Source: an optimization exercise on an open RTL-to-GDS flow (aim: small area). Production flows keep margins and buffers that such runs may drop.
RTL that was checked went through simulation tests only; none was proved equivalent to the original.
Function not checked in run 4: the RTL went through the layout flow alone.
Power is estimated from default activity; no workload was simulated.

## design/flow/run.sh

```bash
#!/bin/bash
# synth_recipe.tcl (not shown) runs the flow's synth.tcl, then flattens the netlist and writes it again
# the make line also repeats each setting of config.mk as NAME=value (left out here)
make -C /OpenROAD-flow-scripts/flow DESIGN_CONFIG=/design/flow/config.mk WORK_HOME=/design/flow/orfs CLKGATE_MAP_FILE= SYNTH_SCRIPT=/design/flow/synth_recipe.tcl finish
```

## design/flow/design.v

```verilog
module uart_rx (
    input  wire       clk,
    input  wire       rst,
    input  wire       rx,
    input  wire       rot,
    output reg  [7:0] data,
    output reg        valid
);
    reg [3:0] rs;
    reg [8:0] tq;       
    wire [8:0] tmr = tq ^ 9'h0AA;
    wire idle = (rs == 4'd1);
    wire hit = (tmr == 9'h093);
    always @(posedge clk) begin
        tq <= (idle ? 9'h1B2 : hit ? 9'h1FF : {tmr[7:0], tmr[8] ^ tmr[4]}) ^ 9'h0AA;
        if (rs[3] && hit) data <= {rx, data[7:1]};
        else if (rot) data <= {data[0], data[7:1]};
    end
    always @(posedge clk) begin
        if (rst) begin
            valid <= 1'b0;
            rs <= 4'd1;
        end else begin
            valid <= (rs == 4'd0) && hit;
            if (idle) begin
                if (!rx) rs <= 4'd7;
            end else if (hit) begin
                if (rs == 4'd7 && rx) rs <= 4'd1;
                else rs <= rs + 4'd1;
            end
        end
    end
endmodule
module uart_rx_cmd (
    input  wire       clk,
    input  wire       rst,
    input  wire       rx,
    output reg  [2:0] cls,
    output reg        valid
);
    reg [3:0] rs;
    reg [8:0] tq;       
    wire [8:0] tmr = tq ^ 9'h0AA;
    reg [3:0] lo;
    reg ok;
    wire idle = (rs == 4'd1);
    wire hit = (tmr == 9'h093);
    wire g6 = (lo == 4'h8) | (lo == 4'h3) | (lo == 4'hD) | (lo == 4'h5);
    wire g3 = (lo[3:1] == 3'd0);
    reg want;
    always @(*) begin
        case (rs[1:0])
            2'd0: want = ~g6;
            2'd1: want = 1'b1;
            2'd2: want = ~g3;
            default: want = 1'b0;
        endcase
    end
    always @(*) begin
        if (!ok) cls = 3'd0;
        else case (lo)
            4'h0: cls = 3'd1;
            4'h1: cls = 3'd2;
            4'h2: cls = 3'd3;
            4'h8: cls = 3'd4;
            4'h3: cls = 3'd5;
            4'hD: cls = 3'd6;
            4'h5: cls = 3'd7;
            default: cls = 3'd0;
        endcase
    end
    always @(posedge clk) begin
        tq <= (idle ? 9'h1B2 : hit ? 9'h1FF : {tmr[7:0], tmr[8] ^ tmr[4]}) ^ 9'h0AA;
        if (rs[3] && hit) begin
            if (!rs[2]) begin
                lo <= {rx, lo[3:1]};
                ok <= 1'b1;
            end else if (rx != want) ok <= 1'b0;
        end
    end
    always @(posedge clk) begin
        if (rst) begin
            valid <= 1'b0;
            rs <= 4'd1;
        end else begin
            valid <= (rs == 4'd0) && hit;
            if (idle) begin
                if (!rx) rs <= 4'd7;
            end else if (hit) begin
                if (rs == 4'd7 && rx) rs <= 4'd1;
                else rs <= rs + 4'd1;
            end
        end
    end
endmodule
module firepi_top (
    input  clk_50mhz,
    input  rst,  
    input  uart_rx,  
    output uart_tx,
    input  uart1_rx,  
    output uart1_tx,
    output led_out,  
    output led_solved  
);
    wire clk = clk_50mhz;
    reg [8:0] pc;        
    always @(posedge clk) pc <= pc + 9'd1;
    wire [4:0] ph = pc[4:0];
    wire [3:0] bk = pc[8:5];
    wire [3:0] ph4 = ph[3:0];
    wire lowh = ~ph[4];
    wire k0   = (ph == 5'd0);
    wire kend = (ph == 5'd31);
    localparam [21:0] DINV = 22'h2AAAAA;
    localparam [15:0] LINV = 16'hAAAA;
    reg [21:0] dbq;      
    reg blink;           
    wire [21:0] dbs = dbq ^ DINV;
    wire dbz = (dbs[20:0] == 21'd0);
    always @(posedge clk) begin
        if (rst) begin
            dbq <= 22'd1 ^ DINV;
            blink <= 1'b0;
        end else begin
            dbq <= {dbs[20:0], dbs[21] ^ dbs[20] ^ dbz} ^ DINV;
            if (dbz && !dbs[21]) blink <= ~blink;
        end
    end
    reg [15:0] lfq;      
    wire [15:0] lfsr = lfq ^ LINV;
    always @(posedge clk)
        if (rst) lfq <= 16'hACE1 ^ LINV;
        else lfq <= {lfsr[14:0], lfsr[15] ^ lfsr[13] ^ lfsr[12] ^ lfsr[10]} ^ LINV;
    wire [7:0] rxd1;
    wire [2:0] cls;      
    wire rxv0, rxv1;
    uart_rx_cmd u_rx0 (.clk(clk), .rst(rst), .rx(uart_rx), .cls(cls), .valid(rxv0));
    wire wrot;
    uart_rx u_rx1 (.clk(clk), .rst(rst), .rx(uart1_rx), .rot(wrot), .data(rxd1), .valid(rxv1));
    reg [15:0] a0, a1, a2, a3;    
    reg [15:0] b0, b1, b2, b3;    
    reg        gbuf;              
    reg [31:0] acc;               
    wire [3:0] ap = {a3[0], a2[0], a1[0], a0[0]};
    wire [3:0] bp = {b3[0], b2[0], b1[0], b0[0]};
    reg  [3:0] ain, bin;
    reg        accin;
    always @(posedge clk) begin
        a0 <= {ain[0], a0[15:1]};
        a1 <= {ain[1], a1[15:1]};
        a2 <= {ain[2], a2[15:1]};
        a3 <= {ain[3], a3[15:1]};
        b0 <= {bin[0], b0[15:1]};
        b1 <= {bin[1], b1[15:1]};
        b2 <= {bin[2], b2[15:1]};
        b3 <= {bin[3], b3[15:1]};
        acc <= {accin, acc[31:1]};
    end
    localparam S_IDLE = 4'd0, S_D1 = 4'd1, S_D2 = 4'd2, S_D3 = 4'd3,
               S_A1   = 4'd4, S_A2 = 4'd5, S_RDX = 4'd6, S_AP = 4'd7,
               S_TX   = 4'd8;
    localparam L_NONE = 3'd0, L_SWX = 3'd1, L_SW13 = 3'd3, L_SW23 = 3'd2,
               L_H0 = 3'd4, L_H1 = 3'd5, L_MEAS = 3'd6;
    reg [3:0] st;
    reg processing, green, meas;
    reg [3:0] tbyte, tslot;
    reg [8:0] tq;        
    wire [8:0] tmr = tq ^ 9'h0AA;
    reg txr;
    wire tend = (tmr == 9'h093);
    reg fr;
    reg [3:0] idx;       
    wire [3:0] nidx = idx + 4'd1;
    reg ready;
    reg wpend, wact;
    reg blkp, bact, bcopy, fwd;
    reg [2:0] lop;
    reg lact;
    reg [1:0] sub, hi;
    reg carry, prev, mcur, ep;
    reg [13:0] rr;
    localparam [15:0] C4 = 16'd46344;    
    wire isH  = lop[2] & ~lop[1];
    wire h1   = lop[0];
    wire isM  = lop[2] & lop[1];
    wire isSW = ~lop[2] & lop[1];
    wire mv   = isH | isSW;              
    wire st0  = mv & (sub == 2'd0);
    wire st1  = mv & (sub == 2'd1);
    wire [1:0] hp = hi[0] ? (h1 ? 2'd1 : 2'd2) : 2'd0;
    wire [1:0] hq = hi[0] ? 2'd3 : (h1 ? 2'd2 : 2'd1);
    wire hornH = isH & (sub == 2'd3);
    wire mhorn = isM & (sub == 2'd1);
    wire madd  = isM & (sub == 2'd2);
    wire horn = hornH | mhorn;
    wire [3:0] j = 4'd0 - bk;
    wire bfirst = (bk == 4'd1);
    wire blast = (bk == 4'd0);
    wire [1:0] tring;
    wire [1:0] xsel = isM ? (madd ? {2{ph[4]}} : hi) :
                      ((sub == 2'd1) | (sub[1] & hi[1])) ? hq : hp;
    wire [1:0] qsel = !lact ? tring : isM ? hi : hq;
    wire xr = ap[xsel];
    wire qr = ap[qsel];
    wire ext = (isH & hi[1]) ? mcur : ep;
    wire xk = lowh ? xr : ext;
    wire mbit = isH ? C4[j] : mcur;
    wire neg = mhorn & bfirst;
    wire first = bfirst & horn;
    wire accp = acc[0];
    wire pm = (isM & ~lowh) ? ep : (mbit & xk);
    wire [15:0] rpos = {rr[1:0], 2'b00, rr[13:2]};
    wire injb = (ph < 5'd14) ? 1'b0 : (ph >= 5'd28) ? 1'b1 : rpos[ph[3:0]];
    wire fa_a = st0 ? (isH & xr) : (st1 | madd) ? accp :
                (horn & ~first & ~k0) ? prev : 1'b0;
    wire fa_b = st0 ? qr : st1 ? (isH & ~xr) :
                madd ? ((hi == 2'd0) ? injb : xr) : (neg ? ~pm : pm);
    wire cin = k0 ? ((st1 & isH) | neg) : carry;
    wire sum = fa_a ^ fa_b ^ cin;
    wire cout = (fa_a & fa_b) | (cin & (fa_a ^ fa_b));
    wire we_x = lact & (((st0 | st1) & lowh) | (hornH & blast & ~lowh) | madd);
    wire blkreq = (st == S_AP) | ((st == S_IDLE) & ~ready & rxv0 & (cls == 3'd3));
    wire [3:0] wk = idx;
    assign wrot = wact & lowh;
    wire wdat = rxd1[0];
    integer g;
    always @(*) begin
        for (g = 0; g < 4; g = g + 1) begin
            bin[g] = (wact && lowh && wk[2:1] == g && ph4[3] == ~wk[0]) ? wdat : bp[g];
            if (bact && lowh)
                ain[g] = bcopy ? bp[g] : ((hi == g) && (ph4 == 4'd14));
            else if (we_x && xsel == g)
                ain[g] = sum;
            else
                ain[g] = ap[g];
        end
        accin = accp;
        if (lact && horn) accin = sum;
        else if (lact && st0 && lowh) accin = xr;
    end
    reg [7:0] cbyte;
    always @(*) begin
        case (tbyte[2:0])
            3'd7: cbyte = 8'hAA;
            3'd0: cbyte = {7'b0, green};
            3'd2: cbyte = {7'b0011000, hi[1]};
            3'd3: cbyte = meas ? {7'b0011000, hi[0]} : 8'h4B;
            3'd4: cbyte = 8'h0D;
            3'd5: cbyte = 8'h0A;
            default: cbyte = 8'h00;
        endcase
    end
    wire [2:0] nd = tslot[2:0];                   
    wire ampbyte = tbyte[3];
    assign tring = tbyte[2:1];
    wire tcap = ~ampbyte | (ph4 == {~tbyte[0], nd});
    wire ans = ~tbyte[3] & (tbyte[2:1] == 2'b01 || tbyte[2:1] == 2'b10);
    assign uart1_tx = txr | ans;
    assign uart_tx  = txr | ~ans;
    assign led_solved = (!processing) && green;
    assign led_out = processing ? blink : (!green);
    always @(posedge clk) begin
        tq <= ((st != S_TX) ? 9'h1A4 : tend ? ((tslot == 4'd9) ? 9'h1A4 : 9'h1FF) :
               {tmr[7:0], tmr[8] ^ tmr[4]}) ^ 9'h0AA;
        if (st != S_TX) tslot <= 4'd15;
        else if (tend) tslot <= (tslot == 4'd9) ? 4'd15 : tslot + 4'd1;
    end
    always @(posedge clk) begin
        if (rst) begin
            st <= S_IDLE;
            processing <= 1'b0;
            green <= 1'b1;
            txr <= 1'b1;
            fr <= 1'b0;
            ready <= 1'b0;
            blkp <= 1'b1;
            bcopy <= 1'b0;
            bact <= 1'b0;
            hi <= 2'd0;
            lop <= L_NONE;
            lact <= 1'b0;
        end else begin
            if (rxv1) begin
                if (!fr) begin
                    if (rxd1 == 8'hAA) begin idx <= 4'd15; fr <= 1'b1; end
                end else begin
                    if (nidx == 4'd8) gbuf <= rxd1[0];
                    if (nidx == 4'd9) begin ready <= 1'b1; fr <= 1'b0; end
                    idx <= nidx;
                end
            end
            if (st == S_AP) ready <= 1'b0;
            case (st)
                S_IDLE: begin
                    processing <= 1'b0;
                    if (ready) begin
                        processing <= 1'b1;
                        st <= S_AP;
                    end else if (rxv0) begin
                        processing <= 1'b1;
                        case (cls)
                            3'd3: begin      
                                green <= 1'b1; meas <= 1'b0; tbyte <= 4'd3;
                                blkp <= 1'b1; bcopy <= 1'b0; hi <= 2'd0;
                                st <= S_D2;
                            end
                            3'd4: begin      
                                green <= 1'b0; meas <= 1'b0; tbyte <= 4'd3;
                                lop <= L_H0; st <= S_A1;
                            end
                            3'd5: begin      
                                green <= 1'b0; meas <= 1'b0; tbyte <= 4'd3;
                                lop <= L_SWX; st <= S_A1;
                            end
                            3'd6: begin      
                                green <= 1'b1; meas <= 1'b1; tbyte <= 4'd7;
                                lop <= L_MEAS; st <= S_D3;
                            end
                            3'd7: begin      
                                meas <= 1'b0; tbyte <= 4'd7;
                                st <= S_D1;
                            end
                            default: st <= S_RDX;
                        endcase
                    end
                end
                S_AP: begin
                    green <= gbuf;
                    blkp <= 1'b1;
                    bcopy <= 1'b1;
                    fwd <= wpend;    
                    st <= S_IDLE;
                end
                S_RDX: st <= S_IDLE;
                S_A1: if (rxv0) begin
                    if (lop[2]) begin
                        lop <= (cls == 3'd1) ? L_H0 : (cls == 3'd2) ? L_H1 : L_NONE;
                        st <= S_D1;
                    end else begin
                        lop <= (cls == 3'd1) ? L_SW13 : (cls == 3'd2) ? L_SW23 : L_SWX;
                        st <= S_A2;
                    end
                end
                S_A2: if (rxv0) begin
                    if (!((lop == L_SW13 && cls == 3'd2) || (lop == L_SW23 && cls == 3'd1)))
                        lop <= L_NONE;
                    st <= S_D1;
                end
                S_D3: st <= S_D2;
                S_D2: begin
                    rr <= ~lfsr[13:0];
                    st <= S_D1;
                end
                S_D1: st <= S_TX;
                S_TX: begin
                    if (tend) begin
                        if (tslot == 4'd15) txr <= 1'b0;
                        else if (!tslot[3]) txr <= ampbyte ? ep : cbyte[nd];
                        else if (tslot == 4'd8) txr <= 1'b1;
                        else begin
                            if (tbyte == 4'd5) st <= S_IDLE;
                            else if (tbyte == 4'd1 && !meas) tbyte <= 4'd3;
                            else tbyte <= tbyte + 4'd1;
                        end
                    end
                end
                default: st <= S_IDLE;
            endcase
            if (kend) begin
                bact <= blkp & ~(bcopy & fwd & wpend);
                if (blkp && !blkreq && !(bcopy && fwd && wpend)) blkp <= 1'b0;
                if (!blkp && lop != L_NONE && !lact && st != S_A1 && st != S_A2) begin
                    lact <= 1'b1;
                    sub <= 2'd0; hi <= {1'b0, lop[1] & ~lop[2]};
                end
            end
            if (lact && kend) begin
                if (isSW) begin
                    sub <= 2'd1;
                    if (sub[0]) begin lop <= L_NONE; lact <= 1'b0; end
                end else if (isH) begin
                    case (sub)
                        2'd0: sub <= 2'd1;
                        2'd1: sub <= 2'd2;
                        2'd2: if (blast) sub <= 2'd3;
                        2'd3: if (blast) begin
                            hi[1] <= ~hi[1];
                            if (hi[1]) begin
                                sub <= 2'd0;
                                hi[0] <= 1'b1;
                                if (hi[0]) begin lop <= L_NONE; lact <= 1'b0; end
                            end
                        end
                    endcase
                end else if (isM) begin
                    if (sub == 2'd0) begin
                        if (blast) sub <= 2'd1;
                    end else if (sub == 2'd1) begin
                        if (blast) sub <= 2'd2;
                    end else begin
                        sub <= 2'd0;
                        if (sum) hi <= hi + 2'd1;
                        if (!sum || hi == 2'd2) begin
                            lop <= L_NONE; lact <= 1'b0;
                            blkp <= 1'b1; bcopy <= 1'b0;
                        end
                    end
                end
            end
        end
    end
    always @(posedge clk) begin
        if (rxv1 && fr && !nidx[3]) wpend <= 1'b1;
        else if (kend) wpend <= 1'b0;
        if (kend) wact <= wpend;
        else if (ph == 5'd15) wact <= 1'b0;
    end
    always @(posedge clk) begin
        carry <= cout;
        prev <= accp;
        if (lact && ph == 5'd15) begin
            if (st0 && isH) ep <= fa_a ^ fa_b ^ cout;
            if (st1 && isH) mcur <= fa_a ^ fa_b ^ cout;
            if (isM) ep <= xr & mcur;
        end
        if (lact && isM && !lowh && ph4 == ~bk) mcur <= qr;
        if (ampbyte && !tslot[3] && tcap) ep <= qr;
    end
endmodule
```

## design/flow/config.mk

```make
export PLATFORM = sky130hd
export DESIGN_NAME = firepi_top
export DESIGN_NICKNAME = firepi_top
export VERILOG_FILES = /design/flow/design.v
export SDC_FILE = /design/flow/constraint.sdc
export NUM_CORES = 4
export LEC_CHECK = 0
export ABC_AREA = 1
export CAP_MARGIN = 20
export CORE_MARGIN = 2
export CORE_UTILIZATION = 70
export CTS_BUF_LIST = sky130_fd_sc_hd__clkbuf_8
export CTS_CLUSTER_DIAMETER = 80
export CTS_CLUSTER_SIZE = 16
export PLACE_DENSITY = 0.8
export SLEW_MARGIN = 20
```

## design/flow/constraint.sdc

```tcl
create_clock -name core_clock -period 20.0 [get_ports {clk_50mhz}]
set_input_delay 4.0000 -clock core_clock [delete_from_list [all_inputs] [get_ports {clk_50mhz}]]
set_output_delay 4.0000 -clock core_clock [all_outputs]
set_load 0.01 [all_outputs]
```

==> report_table.html, run 1 <==
<table>
<tr><th>Metric</th><th>Value</th></tr>
<tr><th colspan="2">Cells and area</th></tr>
<tr><td>Diode insertion count for antenna repair</td><td>0</td></tr>
<tr><td>Final Instance Area</td><td>0.0114 mm²</td></tr>
<tr><td>Area Growth Syn to Fin</td><td>5.87%</td></tr>
<tr><td>Most common library cell in the layout ignoring fill and taps</td><td>sky130_fd_sc_hd__dfxtp_1</td></tr>
<tr><td>Number of cells in the finished layout apart from fillers</td><td>1,325</td></tr>
<tr><td>Fin util</td><td>0.752</td></tr>
<tr><td>Share of layout cells above drive strength 1</td><td>0.0449</td></tr>
<tr><td>Final net count</td><td>roughly 1,200</td></tr>
<tr><td>Top library cells by usage in the layout, fill and taps aside</td><td>sky130_fd_sc_hd__dfxtp_1, sky130_fd_sc_hd__nand2_1, sky130_fd_sc_hd__inv_1</td></tr>
<tr><th colspan="2">Power</th></tr>
<tr><td>Worst IR drop on VDD</td><td>0.0919 mV</td></tr>
<tr><td>Power per cell area</td><td>98.0 mW/mm²</td></tr>
<tr><td>Power share of the clock group</td><td>0.265</td></tr>
<tr><td>Power consumption</td><td>1.11 mW</td></tr>
<tr><td>Net switching share of the total power</td><td>0.258</td></tr>
<tr><td>Cell Int Power</td><td>825 µW</td></tr>
<tr><td>Part of the power in registers</td><td>0.624</td></tr>
<tr><td>Combinational fraction of design power</td><td>0.112</td></tr>
<tr><td>Psw</td><td>287 µW</td></tr>
<tr><td>Lkg Pwr</td><td>~4.7 nW</td></tr>
<tr><th colspan="2">Timing</th></tr>
<tr><td>Period minus WS final</td><td>approximately 6.1 ns</td></tr>
<tr><td>Unrepaired setup endpoints after global routing</td><td>false</td></tr>
<tr><td>Highest achievable clock rate</td><td>between 150 and 200 MHz</td></tr>
<tr><td>Tcrit/Tclk final</td><td>0.304</td></tr>
<tr><td>Final-report max-slew violation count</td><td>0</td></tr>
<tr><td>Least-Margin Pin Slew</td><td>1.02 ns</td></tr>
<tr><td>Final setup violation count</td><td>0</td></tr>
<tr><td>Setup Total Neg Slack</td><td>0 ns</td></tr>
<tr><td>Final WS setup</td><td>between 10 and 15 ns</td></tr>
<tr><td>Final hold slack</td><td>0.325 ns</td></tr>
<tr><td>Worst slew margin relative to its limit</td><td>0.316</td></tr>
<tr><td>Count of final hold-check violations</td><td>0</td></tr>
<tr><td>Max Clock Skew</td><td>0.0229 ns</td></tr>
<tr><th colspan="2">Critical path</th></tr>
<tr><td>Delay contributed by the slowest stage of the critical path</td><td>0.55 ns</td></tr>
<tr><td>Family with the most delay on the worst path</td><td>flip-flops</td></tr>
<tr><td>Combined buffer and inverter count along the critical path</td><td>1</td></tr>
<tr><td>R2R setup slack</td><td>16.10 ns</td></tr>
<tr><td>Worst Path Required</td><td>between 15 and 20 ns</td></tr>
<tr><td>CP Launch Type</td><td>flip-flop</td></tr>
<tr><td>R2R Path End</td><td>lop[2]$_SDFF_PP0_</td></tr>
<tr><td>Start of the worst register-to-register path</td><td>lop[2]$_SDFF_PP0_</td></tr>
<tr><td>Cell repeated most along the worst path</td><td>sky130_fd_sc_hd__nand2_1</td></tr>
<tr><td>Critical path fanouts, max</td><td>10</td></tr>
<tr><td>Crit path DAT</td><td>2.08 ns</td></tr>
<tr><td>Critical path depth</td><td>4</td></tr>
<tr><td>CP endpoint kind</td><td>output port</td></tr>
<tr><td>Register-to-Register Path Depth</td><td>18</td></tr>
<tr><td>Slowest cell on crit path</td><td>sky130_fd_sc_hd__edfxtp_1</td></tr>
<tr><td>Crit path cell chain</td><td>ha_1, nand2_1, nand2_1, clkdlybuf4s50_1</td></tr>
<tr><td>Class of the most critical setup path</td><td>reg2out</td></tr>
<tr><th colspan="2">Yosys</th></tr>
<tr><td>Post-synthesis sequential area ratio</td><td>0.625</td></tr>
<tr><td>Post-Synthesis Net Count</td><td>~1,100</td></tr>
<tr><td>Synthesis-stage register bit count</td><td>313</td></tr>
<tr><td>Post-synth top flop</td><td>sky130_fd_sc_hd__dfxtp_1</td></tr>
<tr><td>Distinct cells, synth</td><td>52</td></tr>
<tr><td>Post-synthesis async set-or-reset flop share</td><td>0</td></tr>
<tr><td>Average instance area after synthesis</td><td>9.66 µm²</td></tr>
<tr><td>Area of the mapped netlist</td><td>0.0107 mm²</td></tr>
<tr><td>Number of flops mapped to enable cells by yosys</td><td>43</td></tr>
<tr><td>Post-synthesis instance total</td><td>~1,100</td></tr>
<tr><td>Synthesis warning total</td><td>3</td></tr>
<tr><th colspan="2">CTS</th></tr>
<tr><td>Buffer count from post-CTS setup fixing</td><td>0</td></tr>
<tr><td>TritonCTS Buffers</td><td>23</td></tr>
<tr><td>Worst-skew pair later-pin latency</td><td>0.55 ns</td></tr>
<tr><td>Gates resized, CTS repair</td><td>0</td></tr>
<tr><td>CTS clk-pin slew, worst paths</td><td>0.10 ns</td></tr>
<tr><td>TritonCTS clock tree</td><td>yes</td></tr>
<tr><td>CTS HTree Levels</td><td>1</td></tr>
<tr><td>Clock tree buffer depth</td><td>3</td></tr>
<tr><td>Root buffer cell</td><td>sky130_fd_sc_hd__clkbuf_8</td></tr>
<tr><td>Post-CTS Hold Fix Bufs</td><td>0</td></tr>
<tr><td>CTS sink cnt</td><td>313</td></tr>
<tr><th colspan="2">Place</th></tr>
<tr><td>Routability-driven placement congestion ratio</td><td>0.939</td></tr>
<tr><td>Placement-stage worst setup slack</td><td>approximately 14 ns</td></tr>
<tr><td>Post-place instance area</td><td>0.0110 mm²</td></tr>
<tr><td>Inst Count DP</td><td>1,289</td></tr>
<tr><td>Count of buffers inserted at the top-level ports</td><td>7</td></tr>
<tr><td>DP HPWL</td><td>13.9 mm</td></tr>
<tr><th colspan="2">Floorplanning</th></tr>
<tr><td>Number of core rows</td><td>between 40 and 50</td></tr>
<tr><td>Floorplan die area</td><td>0.0163 mm²</td></tr>
<tr><td>Die outline height</td><td>128 µm</td></tr>
<tr><td>Boundary Pins</td><td>8</td></tr>
<tr><td>Floorplan core area</td><td>0.0151 mm²</td></tr>
<tr><td>Die span in x</td><td>128 µm</td></tr>
<tr><td>Effective utilization at floorplan</td><td>0.711</td></tr>
<tr><th colspan="2">Min path</th></tr>
<tr><td>Startpoint of the lowest-slack hold path</td><td>a1[13]$_DFF_P_</td></tr>
<tr><td>Hold Path Depth</td><td>0</td></tr>
<tr><td>Endpoint, Worst Hold</td><td>a1[12]$_DFF_P_</td></tr>
<tr><td>Path category of the worst min-delay check</td><td>reg2reg</td></tr>
<tr><th colspan="2">Route</th></tr>
<tr><td>Number of detailed-route iterations in the first pass</td><td>5</td></tr>
<tr><td>Count of nets left with antenna violations after detail routing</td><td>0</td></tr>
<tr><td>Drt via density</td><td>5.47</td></tr>
<tr><td>Number of violations reported at the end of detailed-routing iteration 0</td><td>393</td></tr>
<tr><td>Via Count</td><td>7,253</td></tr>
<tr><td>DRC</td><td>0</td></tr>
<tr><td>Average wire per cell in the routed design</td><td>14.6 µm</td></tr>
<tr><td>DRT Wirelength</td><td>19.4 mm</td></tr>
<tr><th colspan="2">Global route</th></tr>
<tr><td>Overall track demand over capacity in global routing</td><td>0.245</td></tr>
<tr><td>Global-route wire length before repair</td><td>32.7 mm</td></tr>
<tr><td>Initial antenna violation count</td><td>0</td></tr>
<tr><td>Number of global-route vias before repair</td><td>7,023</td></tr>
<tr><td>Global route overflow</td><td>0</td></tr>
<tr><td>Largest net degree at the start of global routing</td><td>42</td></tr>
<tr><th colspan="2">Run status</th></tr>
<tr><td>Result of the run</td><td>timing/DRC/antenna clean</td></tr>
<tr><th colspan="2">Flow run</th></tr>
<tr><td>Max-cap violation count</td><td>0</td></tr>
</table>
how the worst max path moves through the flow:
stage	start	to	slack (ns)
finish	tbyte[2]$_DFFE_PP_	uart1_tx	13.92
global route	tbyte[2]$_DFFE_PP_	uart1_tx	13.79
CTS	tbyte[2]$_DFFE_PP_	uart1_tx	13.90
detailed placement	rst	tbyte[3]$_SDFFCE_PP0P_	13.62
global placement	rst	tbyte[0]$_SDFFCE_PP1P_	13.79
floorplan	rst	tbyte[0]$_SDFFCE_PP1P_	14.64
per-layer routing:
layer / wire (µm) / vias to the layer above / track usage / part of all wire
li1: - / 3670 / - / -
met1: 8910 / 3383 / 0.325 / 0.46
met2: 8960 / 151 / 0.411 / 0.46
met3: 861 / 49 / 0.0401 / 0.044
met4: 633 / 0 / 0.0821 / 0.033
met5: 0 / - / 0 / 0
cell usage after synthesis (2+ instances only):
library cell                instances  area, µm²
sky130_fd_sc_hd__or2_2              4       25.0
sky130_fd_sc_hd__a221oi_1           3       26.3
sky130_fd_sc_hd__nand2_2            5       31.3
sky130_fd_sc_hd__edfxtp_1          43       1290
sky130_fd_sc_hd__nor4b_1            3       26.3
sky130_fd_sc_hd__a211oi_1           3       22.5
sky130_fd_sc_hd__nor2_2             3       18.8
sky130_fd_sc_hd__o21ai_1            7       35.0
sky130_fd_sc_hd__nand3_1           70        350
sky130_fd_sc_hd__a31oi_1            3       18.8
sky130_fd_sc_hd__buf_2              6       30.0
sky130_fd_sc_hd__nor4_1             5       31.3
sky130_fd_sc_hd__xnor2_1            5       43.8
sky130_fd_sc_hd__clkbuf_1          10       37.5
sky130_fd_sc_hd__nor3b_1            5       37.5
sky130_fd_sc_hd__o21a_1             3       22.5
sky130_fd_sc_hd__a22oi_1            2       15.0
sky130_fd_sc_hd__inv_2              4       15.0
sky130_fd_sc_hd__o22ai_1           11       68.8
sky130_fd_sc_hd__nor3_1            25        125
sky130_fd_sc_hd__dfxtp_1          270       5410
sky130_fd_sc_hd__a21boi_0           2       15.0
sky130_fd_sc_hd__o31ai_1            3       22.5
sky130_fd_sc_hd__a21oi_1           57        285
sky130_fd_sc_hd__ha_1              32        400
sky130_fd_sc_hd__o211ai_1           8       60.1
sky130_fd_sc_hd__inv_1            132        495
sky130_fd_sc_hd__nor2_1           103        387
sky130_fd_sc_hd__nand4_1           17        106
sky130_fd_sc_hd__fa_1               2       40.0
sky130_fd_sc_hd__o21ai_0           53        265
sky130_fd_sc_hd__o2111ai_1          2       17.5
sky130_fd_sc_hd__nand2_1          177        664
sky130_fd_sc_hd__xor2_1            14        123
power by group through the flow:
stage,clock (mW),combinational [mW],sequential (mW)
3_3_place_gp,0,0.118,0.707
6_report,0.295,0.124,0.694
3_5_place_dp,0,0.122,0.707
4_1_cts,0.304,0.123,0.693
2_1_floorplan,0,0.0959,0.701
5_1_grt,0.327,0.144,0.698
state kept, by name, indices dropped and copies added, names as in the netlist, 8 cells and up:
name / cells
acc: 32
dbq: 22
a0: 16
a1: 16
a2: 16
a3: 16
b0: 16
b1: 16
b2: 16
b3: 16
lfq: 16
rr: 14
pc: 9
tq: 9
u_rx0.tq: 9
u_rx1.tq: 9
u_rx1.data: 8
cells by family (layout without fill, tap and decap cells):
kind of cell | after synthesis | in the layout | share of synthesized area
and+or+nand+nor | 423 | 423 | 0.173
DFF | 313 | 313 | 0.625
AOI/OAI and AO/OA | 165 | 165 | 0.0890
buffers and inverters | 155 | 182 | 0.0553
adders and majority gates | 34 | 34 | 0.0411
xor gates and xnor gates | 19 | 19 | 0.0155
muxes | 1 | 1 | 0.00105
final cells by class:
cell class	count	area (µm²)
clock buffer	24	330
clock inverter	12	56.3
fill	1095	3740
inverter	137	514
multi-input combinational	642	3430
sequential	313	6700
tap	188	235
timing repair buffer	9	85.1
==> inputs of run 2 (changes only) <==
--- a/design/flow/config.mk
+++ b/design/flow/config.mk
@@ -9,8 +9,8 @@
 export CAP_MARGIN = 20
 export CORE_MARGIN = 2
-export CORE_UTILIZATION = 70
+export CORE_UTILIZATION = 60
 export CTS_BUF_LIST = sky130_fd_sc_hd__clkbuf_8
 export CTS_CLUSTER_DIAMETER = 80
 export CTS_CLUSTER_SIZE = 16
-export PLACE_DENSITY = 0.8
+export PLACE_DENSITY = 0.7
 export SLEW_MARGIN = 20
==> report_table.html, run 2 <==
<table>
<tr><th>Metric</th><th>Value</th></tr>
<tr><th colspan="2">Critical path</th></tr>
<tr><td>Crit path cell chain</td><td>ha_1, nand2_1, nand2_1, clkdlybuf4s50_1</td></tr>
<tr><td>CP Launch Type</td><td>flip-flop</td></tr>
<tr><td>Delay contributed by the slowest stage of the critical path</td><td>0.56 ns (about the same)</td></tr>
<tr><td>Critical path fanouts, max</td><td>10 (unchanged)</td></tr>
<tr><td>Crit path DAT</td><td>2.10 ns (+0.02 ns)</td></tr>
<tr><td>CP endpoint kind</td><td>output port</td></tr>
<tr><td>Cell repeated most along the worst path</td><td>sky130_fd_sc_hd__nand2_1</td></tr>
<tr><td>Class of the most critical setup path</td><td>reg2out</td></tr>
<tr><td>Worst Path Required</td><td>16.00 ns (about the same)</td></tr>
<tr><td>Slowest cell on crit path</td><td>sky130_fd_sc_hd__edfxtp_1</td></tr>
<tr><th colspan="2">CTS</th></tr>
<tr><td>Worst-skew pair later-pin latency</td><td>0.55 ns (about the same)</td></tr>
<tr><td>Post-CTS Hold Fix Bufs</td><td>0 (unchanged)</td></tr>
<tr><td>Buffer count from post-CTS setup fixing</td><td>0 (unchanged)</td></tr>
<tr><td>TritonCTS Buffers</td><td>23 (unchanged)</td></tr>
<tr><td>CTS HTree Levels</td><td>1 (unchanged)</td></tr>
<tr><td>CTS sink cnt</td><td>313 (unchanged)</td></tr>
<tr><td>Root buffer cell</td><td>sky130_fd_sc_hd__clkbuf_8</td></tr>
<tr><td>Clock tree buffer depth</td><td>3 (unchanged)</td></tr>
<tr><td>Gates resized, CTS repair</td><td>0 (unchanged)</td></tr>
<tr><td>CTS clk-pin slew, worst paths</td><td>0.11 ns (about the same)</td></tr>
<tr><td>TritonCTS clock tree</td><td>yes</td></tr>
<tr><th colspan="2">Timing</th></tr>
<tr><td>Count of final hold-check violations</td><td>0 (unchanged)</td></tr>
<tr><td>Unrepaired setup endpoints after global routing</td><td>false</td></tr>
<tr><td>Final-report max-slew violation count</td><td>0 (unchanged)</td></tr>
<tr><td>Tcrit/Tclk final</td><td>0.305 (+0.00122)</td></tr>
<tr><td>Highest achievable clock rate</td><td>164 MHz (-0.40%)</td></tr>
<tr><td>Least-Margin Pin Slew</td><td>0.986 ns (-0.0366 ns)</td></tr>
<tr><td>Setup Total Neg Slack</td><td>0 ns (unchanged)</td></tr>
<tr><td>Max Clock Skew</td><td>0.0201 ns (-0.00272 ns)</td></tr>
<tr><td>Final setup violation count</td><td>0 (unchanged)</td></tr>
<tr><td>Period minus WS final</td><td>6.10 ns (+0.0244 ns)</td></tr>
<tr><td>Worst slew margin relative to its limit</td><td>0.340 (+0.0245)</td></tr>
<tr><th colspan="2">Yosys</th></tr>
<tr><td>Biggest area contributors in the synthesized netlist</td><td>sky130_fd_sc_hd__dfxtp_1, sky130_fd_sc_hd__edfxtp_1, sky130_fd_sc_hd__nand2_1</td></tr>
<tr><td>Post-Synthesis Net Count</td><td>1,148 (unchanged)</td></tr>
<tr><td>Number of flops mapped to enable cells by yosys</td><td>43 (unchanged)</td></tr>
<tr><td>Top cell type by total area after synthesis</td><td>sky130_fd_sc_hd__dfxtp_1</td></tr>
<tr><td>Post-synthesis async set-or-reset flop share</td><td>0 (unchanged)</td></tr>
<tr><td>Synthesis-stage register bit count</td><td>313 (unchanged)</td></tr>
<tr><td>Library cell with the highest instance count after synthesis</td><td>sky130_fd_sc_hd__dfxtp_1</td></tr>
<tr><td>Area of the mapped netlist</td><td>0.0107 mm² (unchanged)</td></tr>
<tr><td>Synthesis warning total</td><td>3 (unchanged)</td></tr>
<tr><td>Post-synthesis sequential area ratio</td><td>0.625 (unchanged)</td></tr>
<tr><td>Distinct cells, synth</td><td>52 (unchanged)</td></tr>
<tr><td>Fraction of synthesized cell area taken by the top area cell type</td><td>0.504 (unchanged)</td></tr>
<tr><td>Synth cell count leaders</td><td>sky130_fd_sc_hd__dfxtp_1, sky130_fd_sc_hd__nand2_1, sky130_fd_sc_hd__inv_1</td></tr>
<tr><td>Post-synthesis instance total</td><td>1,110 (unchanged)</td></tr>
<tr><td>Post-synth top flop</td><td>sky130_fd_sc_hd__dfxtp_1</td></tr>
<tr><td>Average instance area after synthesis</td><td>9.66 µm² (unchanged)</td></tr>
<tr><th colspan="2">Global route</th></tr>
<tr><td>Number of global-route vias before repair</td><td>6,677 (-4.9%)</td></tr>
<tr><td>Largest net degree at the start of global routing</td><td>42 (unchanged)</td></tr>
<tr><td>Global route overflow</td><td>0 (unchanged)</td></tr>
<tr><td>Initial antenna violation count</td><td>0 (unchanged)</td></tr>
<tr><td>Overall track demand over capacity in global routing</td><td>0.202 (-0.0428)</td></tr>
<tr><td>Global-route wire length before repair</td><td>30.8 mm (-5.7%)</td></tr>
<tr><th colspan="2">Flow run</th></tr>
<tr><td>Max-cap violation count</td><td>0 (unchanged)</td></tr>
<tr><th colspan="2">Power</th></tr>
<tr><td>Power consumption</td><td>1.11 mW (-0.41%)</td></tr>
<tr><td>Worst IR drop on VDD</td><td>0.0878 mV (-4.5%)</td></tr>
<tr><td>Power per cell area</td><td>97.3 mW/mm² (-0.67%)</td></tr>
<tr><td>Lkg Pwr</td><td>4.70 nW (-0.17%)</td></tr>
<tr><th colspan="2">Route</th></tr>
<tr><td>Drt via density</td><td>5.23 (-4.4%)</td></tr>
<tr><td>Count of nets left with antenna violations after detail routing</td><td>0 (unchanged)</td></tr>
<tr><td>Number of detailed-route iterations in the first pass</td><td>5 (unchanged)</td></tr>
<tr><td>DRT Wirelength</td><td>18.6 mm (-4.2%)</td></tr>
<tr><td>Via Count</td><td>7,119 (-1.8%)</td></tr>
<tr><td>DRC</td><td>0 (unchanged)</td></tr>
<tr><td>Average wire per cell in the routed design</td><td>13.6 µm (-6.6%)</td></tr>
<tr><td>Number of violations reported at the end of detailed-routing iteration 0</td><td>485 (+23%)</td></tr>
<tr><th colspan="2">Cells and area</th></tr>
<tr><td>Share of layout cells above drive strength 1</td><td>0.0441 (-0.000802)</td></tr>
<tr><td>Largest registers</td><td>acc (32), dbq (22)</td></tr>
<tr><td>Fin util</td><td>0.656 (-0.0965)</td></tr>
<tr><td>Max FFs per register</td><td>32 (unchanged)</td></tr>
<tr><td>Area Growth Syn to Fin</td><td>6.15%</td></tr>
<tr><td>Number of cells in the finished layout apart from fillers</td><td>1,360 (+2.6%)</td></tr>
<tr><td>Diode insertion count for antenna repair</td><td>0 (unchanged)</td></tr>
<tr><td>Most common library cell in the layout ignoring fill and taps</td><td>sky130_fd_sc_hd__dfxtp_1</td></tr>
<tr><td>Final net count</td><td>1,164 (unchanged)</td></tr>
<tr><td>Top library cells by usage in the layout, fill and taps aside</td><td>sky130_fd_sc_hd__dfxtp_1, sky130_fd_sc_hd__nand2_1, sky130_fd_sc_hd__inv_1</td></tr>
<tr><td>Register with the most flip-flops</td><td>acc</td></tr>
<tr><th colspan="2">Run status</th></tr>
<tr><td>Result of the run</td><td>timing/DRC/antenna clean</td></tr>
<tr><th colspan="2">Floorplanning</th></tr>
<tr><td>Floorplan core area</td><td>0.0174 mm² (+15%)</td></tr>
<tr><td>Die span in x</td><td>138 µm (+7.8%)</td></tr>
<tr><td>Number of core rows</td><td>48 (+6.7%)</td></tr>
<tr><td>Die outline height</td><td>138 µm (+7.8%)</td></tr>
<tr><td>Floorplan die area</td><td>0.0190 mm² (+16%)</td></tr>
<tr><td>Boundary Pins</td><td>8 (unchanged)</td></tr>
<tr><td>Effective utilization at floorplan</td><td>0.618 (-0.0928)</td></tr>
<tr><th colspan="2">Place</th></tr>
<tr><td>DP HPWL</td><td>13.2 mm (-4.9%)</td></tr>
<tr><td>Inst Count DP</td><td>1,326 (+2.9%)</td></tr>
<tr><td>Routability-driven placement congestion ratio</td><td>0.912 (-2.9%)</td></tr>
<tr><td>Count of buffers inserted at the top-level ports</td><td>7 (unchanged)</td></tr>
<tr><th colspan="2">Min path</th></tr>
<tr><td>Path category of the worst min-delay check</td><td>reg2reg</td></tr>
</table>
==> run 2: cell types whose count changed in the layout (fill, tap and decap cells not counted) <==
cell,delta
sky130_fd_sc_hd__inv_6,+1
sky130_fd_sc_hd__clkinvlp_4,-1
sky130_fd_sc_hd__clkbuf_8,-1
sky130_fd_sc_hd__inv_1,-1
==> run 2: power breakdown <==
| part | internal (mW) | leakage, nW | switching (mW) |
|---|---|---|---|
| clock network | 0.108 | 0.224 | 0.184 |
| logic | 0.0422 | 1.95 | 0.0804 |
| registers | 0.671 | 2.52 | 0.0222 |
| total | 0.821 | 4.70 | 0.286 |
==> run 2: cell families after synthesis <==
kind of cell	after synthesis	share of synthesized area
simple gates	423	0.173
flops	313	0.625
compound gates	165	0.0890
buf+inv	155	0.0553
fa+ha+maj	34	0.0411
xor+xnor	19	0.0155
mux	1	0.00105
==> run 2: per-layer routing <==
| layer | share of wire | vias to the layer above | track usage |
|---|---|---|---|
| met2 | 0.43 | 150 | 0.317 |
| met1 | 0.49 | 3256 | 0.283 |
| li1 | - | 3675 | - |
| met5 | 0 | - | 0 |
| met3 | 0.046 | 38 | 0.0353 |
| met4 | 0.027 | 0 | 0.0676 |
==> run 2: worst max-delay path: cells and delay by family (launching register included) <==
family | cells | cell delay [ns]
DFF | 1 | 0.56
buffers and inverters | 1 | 0.53
and+or+nand+nor | 2 | 0.10
adders and majority gates | 1 | 0.37
==> run 2: worst paths after layout <==
path | start | to | slack (ns) | depth (start not counted)
setup / recovery | tbyte[2]$_DFFE_PP_ | uart1_tx | 13.90 | 4
hold / removal | b1[6]$_DFF_P_ | b1[5]$_DFF_P_ | 0.31 | 0
setup reg to reg | lop[2]$_SDFF_PP0_ | lop[2]$_SDFF_PP0_ | 16.34 | 18
hold reg to reg | b1[6]$_DFF_P_ | b1[5]$_DFF_P_ | 0.31 | 0
==> run 2: layout make-up <==
type                       instances  area, µm²
clock inverter                    11       53.8
inverter                         137        514
tap                              225        282
sequential                       313       6700
clock buffer                      23        317
multi-input combinational        642       3430
fill                            1450       5980
timing repair buffer               9       85.1
==> run 2: stage by stage <==
step	setup WS [ns]	hold slack (ns)	cell area, µm²
after floorplan	14.64	0.310	10700
after global placement	13.77	0.310	11000
after detailed placement	13.66	0.312	11000
after CTS	13.88	0.318	11400
after global routing	13.78	0.326	11400
final	13.90	0.314	11400
==> inputs of run 3 (changes only) <==
--- a/design/flow/config.mk
+++ b/design/flow/config.mk
@@ -12,5 +12,5 @@
 export CTS_BUF_LIST = sky130_fd_sc_hd__clkbuf_8
 export CTS_CLUSTER_DIAMETER = 80
-export CTS_CLUSTER_SIZE = 16
+export CTS_CLUSTER_SIZE = 17
 export PLACE_DENSITY = 0.7
 export SLEW_MARGIN = 20
==> report_table.html, run 3 <==
<table>
<tr><th>Metric</th><th>Value</th></tr>
<tr><th colspan="2">Yosys</th></tr>
<tr><td>Average instance area after synthesis</td><td>9.66 µm² (unchanged)</td></tr>
<tr><td>Synthesis-stage register bit count</td><td>313 (unchanged)</td></tr>
<tr><td>Area of the mapped netlist</td><td>0.0107 mm² (unchanged)</td></tr>
<tr><td>Fraction of synthesized cell area taken by the top area cell type</td><td>0.504 (unchanged)</td></tr>
<tr><td>Post-synthesis async set-or-reset flop share</td><td>0 (unchanged)</td></tr>
<tr><td>Number of flops mapped to enable cells by yosys</td><td>43 (unchanged)</td></tr>
<tr><td>Distinct cells, synth</td><td>52 (unchanged)</td></tr>
<tr><td>Synth cell count leaders</td><td>sky130_fd_sc_hd__dfxtp_1, sky130_fd_sc_hd__nand2_1, sky130_fd_sc_hd__inv_1</td></tr>
<tr><td>Synthesis warning total</td><td>3 (unchanged)</td></tr>
<tr><td>Top cell type by total area after synthesis</td><td>sky130_fd_sc_hd__dfxtp_1</td></tr>
<tr><td>Post-synthesis sequential area ratio</td><td>0.625 (unchanged)</td></tr>
<tr><td>Library cell with the highest instance count after synthesis</td><td>sky130_fd_sc_hd__dfxtp_1</td></tr>
<tr><td>Post-synth top flop</td><td>sky130_fd_sc_hd__dfxtp_1</td></tr>
<tr><td>Biggest area contributors in the synthesized netlist</td><td>sky130_fd_sc_hd__dfxtp_1, sky130_fd_sc_hd__edfxtp_1, sky130_fd_sc_hd__nand2_1</td></tr>
<tr><td>Post-synthesis instance total</td><td>1,110 (unchanged)</td></tr>
<tr><td>Post-Synthesis Net Count</td><td>1,148 (unchanged)</td></tr>
<tr><th colspan="2">Power</th></tr>
<tr><td>Lkg Pwr</td><td>4.69 nW (-0.27%)</td></tr>
<tr><td>Worst IR drop on VDD</td><td>0.0773 mV (-12%)</td></tr>
<tr><td>Power consumption</td><td>1.10 mW (-0.50%)</td></tr>
<tr><td>Power per cell area</td><td>97.0 mW/mm² (-0.35%)</td></tr>
<tr><th colspan="2">CTS</th></tr>
<tr><td>Gates resized, CTS repair</td><td>0 (unchanged)</td></tr>
<tr><td>TritonCTS clock tree</td><td>yes</td></tr>
<tr><td>CTS HTree Levels</td><td>1 (unchanged)</td></tr>
<tr><td>Post-CTS Hold Fix Bufs</td><td>0 (unchanged)</td></tr>
<tr><td>Clock tree buffer depth</td><td>3 (unchanged)</td></tr>
<tr><td>Root buffer cell</td><td>sky130_fd_sc_hd__clkbuf_8</td></tr>
<tr><td>Worst-skew pair later-pin latency</td><td>0.56 ns (about the same)</td></tr>
<tr><td>Buffer count from post-CTS setup fixing</td><td>0 (unchanged)</td></tr>
<tr><td>CTS sink cnt</td><td>313 (unchanged)</td></tr>
<tr><td>CTS clk-pin slew, worst paths</td><td>0.11 ns (about the same)</td></tr>
<tr><td>TritonCTS Buffers</td><td>22 (-4.3%)</td></tr>
<tr><th colspan="2">Cells and area</th></tr>
<tr><td>Most common library cell in the layout ignoring fill and taps</td><td>sky130_fd_sc_hd__dfxtp_1</td></tr>
<tr><td>Final net count</td><td>1,163 (-0.086%)</td></tr>
<tr><td>Area Growth Syn to Fin</td><td>5.99%</td></tr>
<tr><td>Diode insertion count for antenna repair</td><td>0 (unchanged)</td></tr>
<tr><td>Share of layout cells above drive strength 1</td><td>0.0432 (-0.000805)</td></tr>
<tr><td>Max FFs per register</td><td>32 (unchanged)</td></tr>
<tr><td>Largest registers</td><td>acc (32), dbq (22)</td></tr>
<tr><td>Final Instance Area</td><td>0.0114 mm² (-0.15%)</td></tr>
<tr><td>Register with the most flip-flops</td><td>acc</td></tr>
<tr><td>Top library cells by usage in the layout, fill and taps aside</td><td>sky130_fd_sc_hd__dfxtp_1, sky130_fd_sc_hd__nand2_1, sky130_fd_sc_hd__inv_1</td></tr>
<tr><td>Number of cells in the finished layout apart from fillers</td><td>1,358 (-0.15%)</td></tr>
<tr><th colspan="2">Route</th></tr>
<tr><td>Average wire per cell in the routed design</td><td>13.7 µm (+0.17%)</td></tr>
<tr><td>Number of violations reported at the end of detailed-routing iteration 0</td><td>422 (-13%)</td></tr>
<tr><td>DRT Wirelength</td><td>18.6 mm (about the same)</td></tr>
<tr><td>Via Count</td><td>7,143 (+0.34%)</td></tr>
<tr><td>Drt via density</td><td>5.26 (+0.48%)</td></tr>
<tr><td>DRC</td><td>0 (unchanged)</td></tr>
<tr><td>Number of detailed-route iterations in the first pass</td><td>5 (unchanged)</td></tr>
<tr><td>Count of nets left with antenna violations after detail routing</td><td>0 (unchanged)</td></tr>
<tr><th colspan="2">Timing</th></tr>
<tr><td>Tcrit/Tclk final</td><td>0.305 (about the same)</td></tr>
<tr><td>Highest achievable clock rate</td><td>164 MHz (about the same)</td></tr>
<tr><td>Final setup violation count</td><td>0 (unchanged)</td></tr>
<tr><td>Worst slew margin relative to its limit</td><td>0.307 (-0.0333)</td></tr>
<tr><td>Setup Total Neg Slack</td><td>0 ns (unchanged)</td></tr>
<tr><td>Unrepaired setup endpoints after global routing</td><td>false</td></tr>
<tr><td>Final-report max-slew violation count</td><td>0 (unchanged)</td></tr>
<tr><td>Period minus WS final</td><td>6.11 ns (+0.00340 ns)</td></tr>
<tr><td>Max Clock Skew</td><td>0.0326 ns (+0.0125 ns)</td></tr>
<tr><td>Count of final hold-check violations</td><td>0 (unchanged)</td></tr>
<tr><td>Final hold slack</td><td>0.314 ns (-0.000233 ns)</td></tr>
<tr><td>Least-Margin Pin Slew</td><td>1.04 ns (+0.0497 ns)</td></tr>
<tr><th colspan="2">Floorplanning</th></tr>
<tr><td>Number of core rows</td><td>48 (unchanged)</td></tr>
<tr><td>Effective utilization at floorplan</td><td>0.618 (unchanged)</td></tr>
<tr><td>Die outline height</td><td>138 µm (unchanged)</td></tr>
<tr><td>Floorplan core area</td><td>0.0174 mm² (unchanged)</td></tr>
<tr><td>Boundary Pins</td><td>8 (unchanged)</td></tr>
<tr><td>Floorplan die area</td><td>0.0190 mm² (unchanged)</td></tr>
<tr><td>Die span in x</td><td>138 µm (unchanged)</td></tr>
<tr><th colspan="2">Critical path</th></tr>
<tr><td>Start of the worst register-to-register path</td><td>lop[2]$_SDFF_PP0_</td></tr>
<tr><td>CP endpoint kind</td><td>output port</td></tr>
<tr><td>Register-to-Register Path Depth</td><td>18 (unchanged)</td></tr>
<tr><td>CP Launch Type</td><td>flip-flop</td></tr>
<tr><td>R2R setup slack</td><td>16.30 ns (-0.04 ns)</td></tr>
<tr><td>Critical path fanouts, max</td><td>10 (unchanged)</td></tr>
<tr><td>R2R Path End</td><td>lop[2]$_SDFF_PP0_</td></tr>
<tr><td>Class of the most critical setup path</td><td>reg2out</td></tr>
<tr><td>Worst Path Required</td><td>16.00 ns (about the same)</td></tr>
<tr><td>Crit path DAT</td><td>2.11 ns (about the same)</td></tr>
<tr><th colspan="2">Min path</th></tr>
<tr><td>Hold Path Depth</td><td>0 (unchanged)</td></tr>
<tr><td>Startpoint of the lowest-slack hold path</td><td>b3[1]$_DFF_P_</td></tr>
<tr><td>Path category of the worst min-delay check</td><td>reg2reg</td></tr>
<tr><td>Endpoint, Worst Hold</td><td>b3[0]$_DFF_P_</td></tr>
<tr><th colspan="2">Global route</th></tr>
<tr><td>Global-route wire length before repair</td><td>30.7 mm (-0.25%)</td></tr>
<tr><td>Number of global-route vias before repair</td><td>6,674 (-0.045%)</td></tr>
<tr><td>Largest net degree at the start of global routing</td><td>42 (unchanged)</td></tr>
<tr><td>Global route overflow</td><td>0 (unchanged)</td></tr>
<tr><td>Initial antenna violation count</td><td>0 (unchanged)</td></tr>
<tr><td>Overall track demand over capacity in global routing</td><td>0.201 (-0.000585)</td></tr>
<tr><th colspan="2">Place</th></tr>
<tr><td>DP HPWL</td><td>13.2 mm (unchanged)</td></tr>
<tr><td>Post-place instance area</td><td>0.0110 mm² (unchanged)</td></tr>
<tr><td>Inst Count DP</td><td>1,326 (unchanged)</td></tr>
<tr><td>Routability-driven placement congestion ratio</td><td>0.912 (unchanged)</td></tr>
<tr><td>Count of buffers inserted at the top-level ports</td><td>7 (unchanged)</td></tr>
<tr><th colspan="2">Run status</th></tr>
<tr><td>Result of the run</td><td>timing/DRC/antenna clean</td></tr>
<tr><th colspan="2">Flow run</th></tr>
<tr><td>Max-cap violation count</td><td>0 (unchanged)</td></tr>
</table>
==> run 3: cell counts after synthesis <==
Identical to the previous run, type by type.
==> run 3: per-layer routing <==
layer	global-route usage	share of wire
met3	0.0316	0.042
met1	0.282	0.50
met5	0	0
met2	0.316	0.43
met4	0.0722	0.032
==> run 3: area by class of cell <==
| type | instances | area, µm² |
|---|---|---|
| fill | 1444 | 5990 |
| inverter | 137 | 514 |
| clock inverter | 10 | 50.0 |
| multi-input combinational | 642 | 3430 |
| tap | 225 | 282 |
| clock buffer | 22 | 303 |
| sequential | 313 | 6700 |
| timing repair buffer | 9 | 85.1 |
==> run 3: cells by family (layout without fill, tap and decap cells) <==
| logic type | after synthesis | count (layout) | share of synthesized area |
|---|---|---|---|
| AND/OR/NAND/NOR | 423 | 423 | 0.173 |
| multiplexers | 1 | 1 | 0.00105 |
| XOR/XNOR | 19 | 19 | 0.0155 |
| flip-flops | 313 | 313 | 0.625 |
| AO/OA/AOI/OAI | 165 | 165 | 0.0890 |
| buffers and inverters | 155 | 178 | 0.0553 |
| adder cells (fa/ha/maj) | 34 | 34 | 0.0411 |
==> run 3: metrics by stage <==
stage	setup WS (ns)	util
finish	13.89	0.655
global route	13.78	0.655
CTS	13.87	0.655
detailed placement	13.66	0.634
global placement	13.77	0.634
floorplan	14.64	-
==> run 3: how the worst max path moves through the flow <==
| stage | cells after the start | end | start |
|---|---|---|---|
| 3_3_place_gp | 5 | tbyte[0]$_SDFFCE_PP1P_ | rst |
| 2_1_floorplan | 3 | tbyte[0]$_SDFFCE_PP1P_ | rst |
| 5_1_grt | 4 | uart1_tx | tbyte[2]$_DFFE_PP_ |
| 6_report | 4 | uart1_tx | tbyte[2]$_DFFE_PP_ |
| 3_5_place_dp | 5 | tbyte[3]$_SDFFCE_PP0P_ | rst |
| 4_1_cts | 4 | uart1_tx | tbyte[2]$_DFFE_PP_ |
==> run 3: critical path, stage by stage, from the launching register on <==
cell and delay (ns):
sky130_fd_sc_hd__edfxtp_1 0.56, sky130_fd_sc_hd__ha_1 0.37, sky130_fd_sc_hd__nand2_1 0.05, sky130_fd_sc_hd__nand2_1 0.05
sky130_fd_sc_hd__clkdlybuf4s50_1 0.53
==> run 3: report_power, final <==
group	total (mW)	internal, mW	switching [mW]
clock	0.286	0.104	0.183
combinational	0.123	0.0422	0.0803
sequential	0.693	0.671	0.0223
==> inputs of run 4 (changes only) <==
--- a/design/flow/design.v
+++ b/design/flow/design.v
@@ -36,4 +36,8 @@
     input  wire       rst,
     input  wire       rx,
+    input  wire       ld,
+    input  wire       hold,
+    input  wire [4:0] ldv,
+    output wire [4:0] keep,
     output reg  [2:0] cls,
     output reg        valid
@@ -46,4 +50,5 @@
     wire idle = (rs == 4'd1);
     wire hit = (tmr == 9'h093);
+    assign keep = {ok, lo};
     wire g6 = (lo == 4'h8) | (lo == 4'h3) | (lo == 4'hD) | (lo == 4'h5);
     wire g3 = (lo[3:1] == 3'd0);
@@ -72,5 +77,6 @@
     always @(posedge clk) begin
         tq <= (idle ? 9'h1B2 : hit ? 9'h1FF : {tmr[7:0], tmr[8] ^ tmr[4]}) ^ 9'h0AA;
-        if (rs[3] && hit) begin
+        if (ld) {ok, lo} <= ldv;
+        else if (rs[3] && hit && !hold) begin
             if (!rs[2]) begin
                 lo <= {rx, lo[3:1]};
@@ -136,5 +142,9 @@
     wire [2:0] cls;      
     wire rxv0, rxv1;
-    uart_rx_cmd u_rx0 (.clk(clk), .rst(rst), .rx(uart_rx), .cls(cls), .valid(rxv0));
+    wire rld, rhold;
+    wire [13:0] nrn;     
+    wire [4:0] rkeep;
+    uart_rx_cmd u_rx0 (.clk(clk), .rst(rst), .rx(uart_rx), .ld(rld), .hold(rhold),
+                       .ldv(nrn[4:0]), .keep(rkeep), .cls(cls), .valid(rxv0));
     wire wrot;
     uart_rx u_rx1 (.clk(clk), .rst(rst), .rx(uart1_rx), .rot(wrot), .data(rxd1), .valid(rxv1));
@@ -180,5 +190,6 @@
     reg [1:0] sub, hi;
     reg carry, prev, mcur, ep;
-    reg [13:0] rr;
+    reg [8:0] rr;        
+    wire [13:0] nr = {rr, rkeep};
     localparam [15:0] C4 = 16'd46344;    
     wire isH  = lop[2] & ~lop[1];
@@ -211,5 +222,5 @@
     wire accp = acc[0];
     wire pm = (isM & ~lowh) ? ep : (mbit & xk);
-    wire [15:0] rpos = {rr[1:0], 2'b00, rr[13:2]};
+    wire [15:0] rpos = {nr[1:0], 2'b00, nr[13:2]};
     wire injb = (ph < 5'd14) ? 1'b0 : (ph >= 5'd28) ? 1'b1 : rpos[ph[3:0]];
     wire fa_a = st0 ? (isH & xr) : (st1 | madd) ? accp :
@@ -221,4 +232,7 @@
     wire cout = (fa_a & fa_b) | (cin & (fa_a ^ fa_b));
     wire we_x = lact & (((st0 | st1) & lowh) | (hornH & blast & ~lowh) | madd);
+    assign nrn = ~lfsr[13:0];
+    assign rld = (st == S_D2);
+    assign rhold = isM;
     wire blkreq = (st == S_AP) | ((st == S_IDLE) & ~ready & rxv0 & (cls == 3'd3));
     wire [3:0] wk = idx;
@@ -350,5 +364,5 @@
                 S_D3: st <= S_D2;
                 S_D2: begin
-                    rr <= ~lfsr[13:0];
+                    rr <= nrn[13:5];
                     st <= S_D1;
                 end
--- a/design/flow/config.mk
+++ b/design/flow/config.mk
@@ -9,8 +9,7 @@
 export CAP_MARGIN = 20
 export CORE_MARGIN = 2
-export CORE_UTILIZATION = 60
+export CORE_UTILIZATION = 40
 export CTS_BUF_LIST = sky130_fd_sc_hd__clkbuf_8
 export CTS_CLUSTER_DIAMETER = 80
-export CTS_CLUSTER_SIZE = 17
-export PLACE_DENSITY = 0.7
+export CTS_CLUSTER_SIZE = 14
 export SLEW_MARGIN = 20
==> report_table.html, run 4 <==
<table>
<tr><th>Metric</th><th>Value</th></tr>
<tr><th colspan="2">Run status</th></tr>
<tr><td>Result of the run</td><td>timing/DRC/antenna clean</td></tr>
<tr><th colspan="2">Global route</th></tr>
<tr><td>Number of global-route vias before repair</td><td>6,747 (+1.1%)</td></tr>
<tr><td>Largest net degree at the start of global routing</td><td>42 (unchanged)</td></tr>
<tr><td>Overall track demand over capacity in global routing</td><td>0.140 (-0.0615)</td></tr>
<tr><td>Global-route wire length before repair</td><td>32.6 mm (+6.1%)</td></tr>
<tr><th colspan="2">Timing</th></tr>
<tr><td>Worst slew margin relative to its limit</td><td>0.585 (+0.278)</td></tr>
<tr><td>Period minus WS final</td><td>6.14 ns (+0.0364 ns)</td></tr>
<tr><td>Final WS setup</td><td>13.86 ns (-0.0364 ns)</td></tr>
<tr><td>Highest achievable clock rate</td><td>163 MHz (-0.59%)</td></tr>
<tr><td>Max Clock Skew</td><td>0.0524 ns (+0.0198 ns)</td></tr>
<tr><th colspan="2">CTS</th></tr>
<tr><td>CTS clk-pin slew, worst paths</td><td>0.11 ns (about the same)</td></tr>
<tr><td>CTS sink cnt</td><td>308 (-1.6%)</td></tr>
<tr><td>TritonCTS clock tree</td><td>yes</td></tr>
<tr><td>Clock tree buffer depth</td><td>3 (unchanged)</td></tr>
<tr><td>Buffer count from post-CTS setup fixing</td><td>0 (unchanged)</td></tr>
<tr><td>Root buffer cell</td><td>sky130_fd_sc_hd__clkbuf_8</td></tr>
<tr><th colspan="2">Yosys</th></tr>
<tr><td>Post-synth top flop</td><td>sky130_fd_sc_hd__dfxtp_1</td></tr>
<tr><td>Distinct cells, synth</td><td>57 (+9.6%)</td></tr>
<tr><td>Top cell type by total area after synthesis</td><td>sky130_fd_sc_hd__dfxtp_1</td></tr>
<tr><td>Synthesis-stage register bit count</td><td>308 (-1.6%)</td></tr>
<tr><td>Mux contribution to synthesized area</td><td>0.00198 (+0.000928)</td></tr>
<tr><td>Xor and xnor fraction of the mapped netlist area</td><td>0.0171 (+0.00158)</td></tr>
<tr><td>Biggest area contributors in the synthesized netlist</td><td>sky130_fd_sc_hd__dfxtp_1, sky130_fd_sc_hd__edfxtp_1, sky130_fd_sc_hd__nand2_1</td></tr>
<tr><td>Synth cell count leaders</td><td>sky130_fd_sc_hd__dfxtp_1, sky130_fd_sc_hd__nand2_1, sky130_fd_sc_hd__inv_1</td></tr>
<tr><td>Area of the mapped netlist</td><td>0.0108 mm² (+0.30%)</td></tr>
<tr><td>Average instance area after synthesis</td><td>9.66 µm² (about the same)</td></tr>
<tr><td>Library cell with the highest instance count after synthesis</td><td>sky130_fd_sc_hd__dfxtp_1</td></tr>
<tr><td>Post-synthesis compound-gate area fraction</td><td>0.0923 (+0.00322)</td></tr>
<tr><td>Post-synthesis sequential area ratio</td><td>0.609 (-0.0159)</td></tr>
<tr><th colspan="2">Floorplanning</th></tr>
<tr><td>Die outline height</td><td>168 µm (+22%)</td></tr>
<tr><td>Die span in x</td><td>168 µm (+22%)</td></tr>
<tr><td>Floorplan core area</td><td>0.0267 mm² (+54%)</td></tr>
<tr><td>Floorplan die area</td><td>0.0282 mm² (+49%)</td></tr>
<tr><th colspan="2">Critical path</th></tr>
<tr><td>R2R Path End</td><td>lop[2]$_SDFF_PP0_</td></tr>
<tr><td>Family with the most delay on the worst path</td><td>flip-flops</td></tr>
<tr><td>Start of the worst register-to-register path</td><td>lop[2]$_SDFF_PP0_</td></tr>
<tr><td>Worst setup path startpoint</td><td>tbyte[2]$_DFFE_PP_</td></tr>
<tr><td>Delay contributed by the slowest stage of the critical path</td><td>0.52 ns (-0.04 ns)</td></tr>
<tr><td>Slowest cell on crit path</td><td>sky130_fd_sc_hd__edfxtp_1</td></tr>
<tr><td>Crit path DAT</td><td>2.14 ns (+0.03 ns)</td></tr>
<tr><td>Combined buffer and inverter count along the critical path</td><td>1 (unchanged)</td></tr>
<tr><td>Critical path fanouts, max</td><td>8 (-2)</td></tr>
<tr><td>Crit path cell chain</td><td>ha_1, nand2_1, nand2_1, clkdlybuf4s50_1</td></tr>
<tr><td>CP Launch Type</td><td>flip-flop</td></tr>
<tr><td>CP endpoint kind</td><td>output port</td></tr>
<tr><th colspan="2">Cells and area</th></tr>
<tr><td>Fin util</td><td>0.436 (-0.219)</td></tr>
<tr><td>Final Instance Area</td><td>0.0116 mm² (+2.2%)</td></tr>
<tr><td>Diode insertion count for antenna repair</td><td>0 (unchanged)</td></tr>
<tr><td>Register with the most flip-flops</td><td>acc</td></tr>
<tr><td>Most common library cell in the layout ignoring fill and taps</td><td>sky130_fd_sc_hd__dfxtp_1</td></tr>
<tr><td>Final net count</td><td>1,170 (+0.60%)</td></tr>
<tr><td>Largest registers</td><td>acc (32), dbq (22)</td></tr>
<tr><td>Max FFs per register</td><td>32 (unchanged)</td></tr>
<tr><td>Share of layout cells above drive strength 1</td><td>0.0865 (+0.0433)</td></tr>
<tr><th colspan="2">Route</th></tr>
<tr><td>Met1 Routed Length</td><td>9.98 mm (+8.3%)</td></tr>
<tr><td>Routed wl met2</td><td>8.11 mm (+1.6%)</td></tr>
<tr><td>Drt via density</td><td>4.80 (-8.7%)</td></tr>
<tr><td>Average wire per cell in the routed design</td><td>13.1 µm (-3.8%)</td></tr>
<tr><td>Routed length on met3</td><td>742 µm (-4.1%)</td></tr>
<tr><td>Highest routing layer actually used</td><td>met4</td></tr>
<tr><td>Via Count</td><td>7,128 (-0.21%)</td></tr>
<tr><th colspan="2">Power</th></tr>
<tr><td>Psw</td><td>314 µW (+10%)</td></tr>
<tr><td>Power consumption</td><td>1.15 mW (+4.5%)</td></tr>
<tr><td>Lkg Pwr</td><td>4.80 nW (+2.4%)</td></tr>
<tr><td>Cell Int Power</td><td>838 µW (+2.5%)</td></tr>
<tr><td>Combinational fraction of design power</td><td>0.123 (+0.012)</td></tr>
<tr><td>Worst IR drop on VDD</td><td>0.0566 mV (-27%)</td></tr>
<tr><th colspan="2">Min path</th></tr>
<tr><td>Hold Path Depth</td><td>0 (unchanged)</td></tr>
<tr><td>Endpoint, Worst Hold</td><td>b1[6]$_DFF_P_</td></tr>
<tr><th colspan="2">Place</th></tr>
<tr><td>Post-place instance area</td><td>0.0112 mm² (+1.4%)</td></tr>
<tr><td>Count of buffers inserted at the top-level ports</td><td>7 (unchanged)</td></tr>
</table>
==> run 4: cell types whose count changed in the layout (fill, tap and decap cells not counted), moves of 6 or more <==
| cell | before | now |
|---|---|---|
| sky130_fd_sc_hd__a21oi_1 | 57 | 44 |
| sky130_fd_sc_hd__inv_1 | 140 | 119 |
| sky130_fd_sc_hd__inv_2 | 4 | 22 |
| sky130_fd_sc_hd__nand3_1 | 70 | 64 |
| sky130_fd_sc_hd__nor2_1 | 103 | 109 |
| sky130_fd_sc_hd__nor3_1 | 25 | 13 |
| sky130_fd_sc_hd__o211ai_1 | 8 | 14 |
| sky130_fd_sc_hd__o21ai_0 | 53 | 45 |
| sky130_fd_sc_hd__o21ai_1 | 7 | 22 |
==> run 4: how the worst max path moves through the flow <==
stage	end	slack, ns	depth (start not counted)
floorplan	rr[0]$_DFFE_PP_	15.00	2
global placement	gbuf$_DFFE_PP_	14.18	6
detailed placement	idx[1]$_SDFFCE_PN1P_	14.15	6
CTS	uart1_tx	13.83	4
global route	uart1_tx	13.74	4
finish	uart1_tx	13.86	4
==> run 4: cells by family (layout without fill, tap and decap cells) <==
group	after synthesis	count (layout)
flops	308	308
simple gates	428	428
fa+ha+maj	34	34
xor+xnor	21	21
mux	2	2
buf+inv	154	185
compound gates	166	166
==> run 4: worst register-to-register path, cell delays in order, from the launching register on <==
cell                       delay, ns
sky130_fd_sc_hd__dfxtp_1        0.47
sky130_fd_sc_hd__ha_1           0.50
sky130_fd_sc_hd__nand2_2        0.15
sky130_fd_sc_hd__nor2_2         0.17
sky130_fd_sc_hd__nor2_4         0.07
sky130_fd_sc_hd__nand2_4        0.07
sky130_fd_sc_hd__nand2_1        0.05
sky130_fd_sc_hd__nand2_1        0.06
sky130_fd_sc_hd__nand2_2        0.07
sky130_fd_sc_hd__nand2_4        0.10
sky130_fd_sc_hd__nand2_2        0.06
sky130_fd_sc_hd__nand2_1        0.08
sky130_fd_sc_hd__nand2_1        0.06
sky130_fd_sc_hd__nand3_2        0.06
sky130_fd_sc_hd__nand2_2        0.06
sky130_fd_sc_hd__nand2_1        0.06
sky130_fd_sc_hd__nand2_1        0.07
sky130_fd_sc_hd__fa_1           0.66
sky130_fd_sc_hd__nor2_1         0.09
sky130_fd_sc_hd__nor2_1         0.15
sky130_fd_sc_hd__nand2_1        0.07
sky130_fd_sc_hd__nand2_1        0.06
sky130_fd_sc_hd__o221ai_1       0.14
sky130_fd_sc_hd__nand2_1        0.17
sky130_fd_sc_hd__nor2_1         0.05
sky130_fd_sc_hd__nand2_1        0.05
sky130_fd_sc_hd__inv_1          0.03
==> run 4: power by group through the flow <==
stage	Clock (mW)	Sequential [mW]	Combinational [mW]
2_1_floorplan	0	0.693	0.113
3_3_place_gp	0	0.700	0.140
3_5_place_dp	0	0.700	0.141
4_1_cts	0.340	0.686	0.142
5_1_grt	0.362	0.690	0.165
6_report	0.325	0.685	0.142
==> run 4: final cells by class <==
class                      count  area, µm²
tap                          341        427
fill                        2565      15000
multi-input combinational    651       3600
clock inverter                14       77.6
inverter                     135        509
timing repair buffer           9       85.1
clock buffer                  27        372
sequential                   308       6550
==> run 4: per-layer routing <==
layer | track usage | vias to the layer above
met5 | 0 | -
met4 | 0.0537 | 0
met3 | 0.0240 | 52
met2 | 0.212 | 117
met1 | 0.199 | 3269
li1 | - | 3690
==> run 4: stage by stage <==
stage	cells	hold WS (ns)
detailed placement	1444	0.312
CTS	1485	0.294
finish	1485	0.296
global route	1485	0.316
floorplan	1113	0.310
global placement	1444	0.310

-- re-timing with driven ports --
The results above use ideal ports. As a check the final layouts listed here were re-extracted and re-timed, cells and wires unchanged.
Step 1 sets driving cells, clkbuf_16 on the clock port and buf_2 on the other inputs (assumed; they add their load-dependent delay and slew).
Step 2, shift: input delay + t, output delay - t, t = (earliest + latest rising clock arrival at the registers) / 2. This alone moves slack from input paths to output paths.
Three values: no drivers, after step 1, after step 2; two values: the first two.
run	t (ns)	slack for setup (ns)	latest minus earliest clock arrival (ns)
run 1	0.580	13.923 / 13.883 / 13.772	0.028 / 0.028
run 2	0.579	13.898 / 13.857 / 13.811	0.023 / 0.023
run 3	0.578	13.895 / 13.857 / 13.784	0.034 / 0.035
run 4	0.605	13.858 / 13.818 / 14.137	0.065 / 0.064
After both steps setup and hold are still met in every run listed. For run 1, which loses most, drivers alone change the setup slack by -0.040 ns; drivers and shift together by -0.151 ns.
